Context: an optimization exercise on an open-source flow, tuned for small area, a short achievable clock period and few clock cycles per item. The choices shown serve that exercise and are no tape-out recipe.
Function was checked by simulation only, so behaviour that the tests miss may differ from the original.
No activity file was given, so power comes from the tool's default toggle rates.

==> run a: inputs <==
==> flow/design.v <==
module sw_cell (
    input  wire [7:0] u,
    input  wire [7:0] l,
    input  wire [8:0] dg1,         
    output wire [7:0] val,
    output wire [1:0] arrow
);
    wire gUL, gUD0, gLD0;
    sw_gt8 c0 (.a(u), .b(l),          .y(gUL));
    sw_gt8 c1 (.a(u), .b(dg1[7:0]),   .y(gUD0));
    sw_gt8 c2 (.a(l), .b(dg1[7:0]),   .y(gLD0));
    wire gUD = ~dg1[8] & gUD0;
    wire gLD = ~dg1[8] & gLD0;
    wire selU =  gUL & gUD;
    wire selL = ~gUL & gLD;
    wire [7:0] mx = selU ? u : (selL ? l : dg1[7:0]);
    assign val = mx - 8'd1;
    wire z = (u[7:1] == 7'd0) & (l[7:1] == 7'd0) & (dg1 == 9'd1);
    assign arrow = z ? 2'b00 : (selU ? 2'b01 : (selL ? 2'b10 : 2'b11));
endmodule
module sw_diag1 (
    input  wire [7:0] d,
    input  wire       m,
    output wire [8:0] dg1
);
    wire [8:0] p3 = {1'b0, d} + 9'd3;
    wire       w  = d[7] & d[6] & d[5] & d[4] & d[3] & d[2] & d[1];   
    assign dg1 = m ? {p3[8] & ~w, p3[7:0]} : {1'b0, d[7:1], d[0] | (d[7:1] == 7'd0)};
endmodule
module sw_gt8 (
    input  wire [7:0] a,
    input  wire [7:0] b,
    output wire       y
);
    wire [7:0] g = a & ~b;
    wire [7:0] l = ~a & b;
    wire [3:0] g1, l1;
    genvar k;
    generate
        for (k = 0; k < 4; k = k + 1) begin : q
            assign g1[k] = g[2*k+1] | (~l[2*k+1] & g[2*k]);
            assign l1[k] = l[2*k+1] | (~g[2*k+1] & l[2*k]);
        end
    endgenerate
    wire g2h = g1[3] | (~l1[3] & g1[2]);
    wire l2h = l1[3] | (~g1[3] & l1[2]);
    wire g2l = g1[1] | (~l1[1] & g1[0]);
    assign y = g2h | (~l2h & g2l);
endmodule
module sw_tile16 (
    input  wire         clk,
    input  wire         rst,
    input  wire         start,
    input  wire [31:0]  seqA,           
    input  wire [31:0]  seqB,           
    input  wire [127:0] firstRow,       
    input  wire [127:0] firstCol,       
    input  wire [7:0]   diagonalCell,   
    output reg          done,
    output wire [7:0]   max_score,
    output wire [3:0]   max_row,
    output wire [3:0]   max_col,
    output wire [511:0] traceback,      
    output wire [127:0] lastRow,        
    output wire [127:0] lastCol         
);
    localparam N = 16;
    reg        busy;
    reg  [4:0] s;
    wire       go = start & ~busy;
    always @(posedge clk) begin
        if (rst) begin
            busy <= 1'b0;
            done <= 1'b0;
            s    <= 5'd0;
        end else if (go) begin
            busy <= 1'b1;
            done <= 1'b0;
            s    <= 5'd0;
        end else if (busy) begin
            s <= s + 5'd1;
            if (s == 5'd31) begin
                busy <= 1'b0;
                done <= 1'b1;
            end
        end
    end
    wire [3:0] nxt = go ? 4'd0 : s[3:0] + 4'd1;
    wire [1:0] bn0 = seqB[{nxt, 1'b0} +: 2];
    reg  [7:0] fru;
    always @(posedge clk) begin
        fru <= firstRow[{nxt, 3'd0} +: 8];
    end
    reg  [N-1:0] act, tvl;
    always @(posedge clk) begin
        if (rst) begin
            act <= {N{1'b0}};
            tvl <= {N{1'b0}};
        end else begin
            act <= {act[N-2:0], go | (act[0] & (s[3:0] != 4'd15))};
            tvl <= act;
        end
    end
    reg  [7:0]  v    [0:N-1];    
    reg  [8:0]  dx1  [0:N-1];    
    reg  [1:0]  b    [0:N-1];    
    reg  [31:0] tb   [0:N-1];
    reg  [7:0]  rm   [0:N-1];    
    reg  [3:0]  rc   [0:N-1];
    reg  [3:0]  rr   [0:N-1];
    reg  [127:0] lr;
    wire [7:0]  cval [0:N-1];
    wire [1:0]  carw [0:N-1];
    genvar g;
    generate
        for (g = 0; g < N; g = g + 1) begin : pe
            wire [1:0] a  = seqA[2*g +: 2];
            wire [7:0] up = (g == 0) ? fru : v[(g == 0) ? 0 : g - 1];
            wire [1:0] bc = (g == 0) ? bn0 : b[(g == 0) ? 0 : g - 1];
            sw_cell u_cell (.u(up), .l(v[g]), .dg1(dx1[g]), .val(cval[g]), .arrow(carw[g]));
            wire [7:0] dn = (g == 0) ? (go ? diagonalCell : fru) : v[(g == 0) ? 0 : g - 1];
            wire [1:0] bn = (g == 0) ? bn0 : b[(g == 0) ? 0 : g - 1];
            wire [8:0] dnx1;
            sw_diag1 dgp (.d(dn), .m(a == bn), .dg1(dnx1));
            always @(posedge clk) begin
                dx1[g] <= dnx1;
                b[g]   <= bc;
                if (go)
                    v[g] <= firstCol[8*g +: 8];
                else if (act[g])
                    v[g] <= cval[g];
                if (act[g])
                    tb[g] <= {carw[g], tb[g][31:2]};
            end
            wire       tv  = tvl[g];
            wire       fin = tvl[g] & ~act[g];
            wire [3:0] col = s[3:0] - 4'd1 - g;
            wire       gt0, gtc;
            sw_gt8 ct0 (.a(v[g]), .b(rm[g]), .y(gt0));
            wire       gt  = tv && gt0;
            wire [7:0] t_v = gt ? v[g] : rm[g];
            wire [3:0] t_c = gt ? col  : rc[g];
            sw_gt8 ct1 (.a(t_v), .b(rm[(g == 0) ? 0 : g - 1]), .y(gtc));
            always @(posedge clk) begin
                if (go) begin
                    rm[g] <= 8'd0;
                    rc[g] <= 4'd0;
                end else if (fin && g > 0 && !gtc) begin
                    rm[g] <= rm[(g == 0) ? 0 : g - 1];
                    rc[g] <= rc[(g == 0) ? 0 : g - 1];
                    rr[g] <= rr[(g == 0) ? 0 : g - 1];
                end else begin
                    rm[g] <= t_v;
                    rc[g] <= t_c;
                    if (fin) rr[g] <= g;
                end
            end
            assign traceback[32*g +: 32] = tb[g];
            assign lastCol[8*g +: 8] = v[g];
        end
    endgenerate
    always @(posedge clk)
        if (busy && s >= 5'd16)
            lr <= {v[N-1], lr[127:8]};
    assign lastRow = lr;
    assign max_score = rm[N-1];
    assign max_row   = rr[N-1];
    assign max_col   = rc[N-1];
endmodule
==> flow/run.sh <==
#!/bin/bash
# synth_recipe.tcl (not shown) runs the flow's synth.tcl, then flattens the netlist and writes it again
# the make line also repeats each setting of config.mk as NAME=value (left out here)
make -C /OpenROAD-flow-scripts/flow DESIGN_CONFIG=/design/flow/config.mk WORK_HOME=/design/flow/orfs CLKGATE_MAP_FILE= SYNTH_SCRIPT=/design/flow/synth_recipe.tcl finish
==> flow/config.mk <==
export PLATFORM = sky130hd
export DESIGN_NAME = sw_tile16
export DESIGN_NICKNAME = sw_tile16
export VERILOG_FILES = /design/flow/design.v
export SDC_FILE = /design/flow/constraint.sdc
export NUM_CORES = 4
export LEC_CHECK = 0
export CAP_MARGIN = 20
export CORE_MARGIN = 2
export CORE_UTILIZATION = 55
export PLACE_DENSITY = 0.65
export SETUP_SLACK_MARGIN = 3.5
export SLEW_MARGIN = 20
==> flow/constraint.sdc <==
create_clock -name core_clock -period 6.5 [get_ports {clk}]
set_input_delay 1.3000 -clock core_clock [delete_from_list [all_inputs] [get_ports {clk}]]
set_output_delay 1.3000 -clock core_clock [all_outputs]
set_load 0.01 [all_outputs]
==> inputs of run b, as changes to run a <==
--- a/flow/design.v
+++ b/flow/design.v
@@ -13,8 +13,10 @@
     wire gLD = ~dg1[8] & gLD0;
     wire selU =  gUL & gUD;
     wire selL = ~gUL & gLD;
-    wire [7:0] mx = selU ? u : (selL ? l : dg1[7:0]);
-    assign val = mx - 8'd1;
+    wire [7:0] um1 = u - 8'd1;
+    wire [7:0] lm1 = l - 8'd1;
+    wire [7:0] dg  = dg1[8] ? 8'd255 : dg1[7:0] - 8'd1;
+    assign val = selU ? um1 : (selL ? lm1 : dg);
     wire z = (u[7:1] == 7'd0) & (l[7:1] == 7'd0) & (dg1 == 9'd1);
     assign arrow = z ? 2'b00 : (selU ? 2'b01 : (selL ? 2'b10 : 2'b11));
 endmodule
@@ -107,7 +109,8 @@
     reg  [31:0] tb   [0:N-1];
     reg  [7:0]  rm   [0:N-1];    
     reg  [3:0]  rc   [0:N-1];
-    reg  [3:0]  rr   [0:N-1];
+    wire [N-1:0] win;            
+    reg  [3:0]  mrow;
     reg  [127:0] lr;
     wire [7:0]  cval [0:N-1];
     wire [1:0]  carw [0:N-1];
@@ -125,34 +128,33 @@
             always @(posedge clk) begin
                 dx1[g] <= dnx1;
                 b[g]   <= bc;
-                if (go)
-                    v[g] <= firstCol[8*g +: 8];
-                else if (act[g])
-                    v[g] <= cval[g];
+                v[g] <= ({8{go}} & firstCol[8*g +: 8])
+                      | ({8{~go &  act[g]}} & cval[g])
+                      | ({8{~go & ~act[g]}} & v[g]);
                 if (act[g])
                     tb[g] <= {carw[g], tb[g][31:2]};
             end
             wire       tv  = tvl[g];
             wire       fin = tvl[g] & ~act[g];
             wire [3:0] col = s[3:0] - 4'd1 - g;
-            wire       gt0, gtc;
-            sw_gt8 ct0 (.a(v[g]), .b(rm[g]), .y(gt0));
-            wire       gt  = tv && gt0;
+            wire [7:0] cm = rm[(g == 0) ? 0 : g - 1];
+            wire       gvr, gvc, grc;
+            sw_gt8 ct0 (.a(v[g]),  .b(rm[g]), .y(gvr));
+            sw_gt8 ct1 (.a(v[g]),  .b(cm),    .y(gvc));
+            sw_gt8 ct2 (.a(rm[g]), .b(cm),    .y(grc));
+            wire       gt  = tv && (gvr || col == 4'd0);
             wire [7:0] t_v = gt ? v[g] : rm[g];
             wire [3:0] t_c = gt ? col  : rc[g];
-            sw_gt8 ct1 (.a(t_v), .b(rm[(g == 0) ? 0 : g - 1]), .y(gtc));
+            wire       gtc = gt ? gvc : grc;
+            wire       keep = (g > 0) && fin && !gtc;
+            assign win[g] = fin && !keep;
             always @(posedge clk) begin
-                if (go) begin
-                    rm[g] <= 8'd0;
-                    rc[g] <= 4'd0;
-                end else if (fin && g > 0 && !gtc) begin
+                if (keep) begin
                     rm[g] <= rm[(g == 0) ? 0 : g - 1];
                     rc[g] <= rc[(g == 0) ? 0 : g - 1];
-                    rr[g] <= rr[(g == 0) ? 0 : g - 1];
                 end else begin
                     rm[g] <= t_v;
                     rc[g] <= t_c;
-                    if (fin) rr[g] <= g;
                 end
             end
             assign traceback[32*g +: 32] = tb[g];
@@ -163,7 +165,10 @@
         if (busy && s >= 5'd16)
             lr <= {v[N-1], lr[127:8]};
     assign lastRow = lr;
+    always @(posedge clk)
+        if (|win)
+            mrow <= s[3:0];
     assign max_score = rm[N-1];
-    assign max_row   = rr[N-1];
+    assign max_row   = mrow;
     assign max_col   = rc[N-1];
 endmodule
==> flow/flow/run.sh (new file) <==
#!/bin/bash
set -euo pipefail
bash standard.sh "BUFFER_PORTS_ARGS=-buffer_cell sky130_fd_sc_hd__buf_1" finish > flow_make.log 2>&1
==> flow/standard.sh (new file) <==
#!/bin/bash
# synth_recipe.tcl (not shown) runs the flow's synth.tcl, then flattens the netlist and writes it again
# the make line also repeats each setting of config.mk as NAME=value (left out here)
make -C /OpenROAD-flow-scripts/flow DESIGN_CONFIG=/design/flow/config.mk WORK_HOME=/design/flow/orfs CLKGATE_MAP_FILE= SYNTH_SCRIPT=/design/flow/synth_recipe.tcl "${@:-finish}"
- ABC_AREA: unset -> 1
- CTS_CLUSTER_DIAMETER: unset -> 80
- CTS_CLUSTER_SIZE: unset -> 20
- SETUP_SLACK_MARGIN: 3.5 -> 4.0
- TNS_END_PERCENT: unset -> 5
removed: flow/run.sh
==> notes <==
In run b the register-to-register slack is higher than in run a, by 1.5 ns. Combinational power: run b is lower than run a (74%). Flip-flop and latch count: run a is higher than run b (45). In run b the global-route usage is lower than in run a, by 5.4 points. Against run a, the count of clock-buffer cells in the layout of run b is lower by 45. Against run a, the clock skew of run b is lower by 0.0023 ns. Clock power: run a is larger than run b (about 56%).
==> figures <==
Synthesized netlist cell count: run a 5,711; run b 7,705
Share of power burned in combinational logic: run a 58.7%; run b 32.3%
Internal power: run a 0.0269 W; run b 0.0133 W
Final-layout worst hold slack: run a 0.365 ns; run b 0.366 ns
Reg2reg start: run a v[7][0]; run b v[8][2]
Power consumed by sequential cells: run a 0.0107 W; run b 0.00952 W
Run status: run a finished clean; run b finished clean
Required time of the worst setup path: run a 6.98 ns; run b 5.20 ns
Maximum number of pins on one net before global-route repair: run a 91; run b 162
Net Switching: run a 0.0187 W; run b 0.00838 W
Number of ordinary inverters in the final layout: run a 297; run b 967
Top cell type's share of synthesized area: run a 40.8%; run b 39.9%
Number of iterations in the first detailed-routing pass: run a 10; run b 6
Crit path launch: run a v[7][0]; run b rc[15][1]
Overall power after layout: run a 0.0456 W; run b 0.0217 W
Testbench counts of run a, summed over its fixed seeds: cycles 12,672, jobs 384.
Testbench counts of run b, summed over its fixed seeds: cycles 12,672, jobs 384.

## port drivers added, routing unchanged
How much do the figures lean on ideal ports? The routed layouts below were timed once more, with nothing changed but the port constraints.
Step 1: set_driving_cell puts a clkbuf_16 on clk and a buf_2 on each other input, an assumption about the parent block.
Step 2 also shifts input and output timing later by t, the mid clock arrival at the registers, as if the neighbouring blocks saw the same clock.
Slacks: ideal ports / drivers / drivers and shift; pairs: ideal ports / drivers.
run | shift t [ns] | setup slack, ns | clock arrival spread, ns | worst data-port slew with drivers (ns)
run a | 0.851 | 2.347 / 2.347 / 2.347 | 0.031 / 0.031 | 0.23
run b | 0.767 | 3.694 / 3.618 / 3.007 | 0.028 / 0.028 | 0.17
After both steps setup and hold are still met in every run listed. For run b, which loses most, drivers alone change the setup slack by -0.076 ns; drivers and shift together by -0.687 ns.
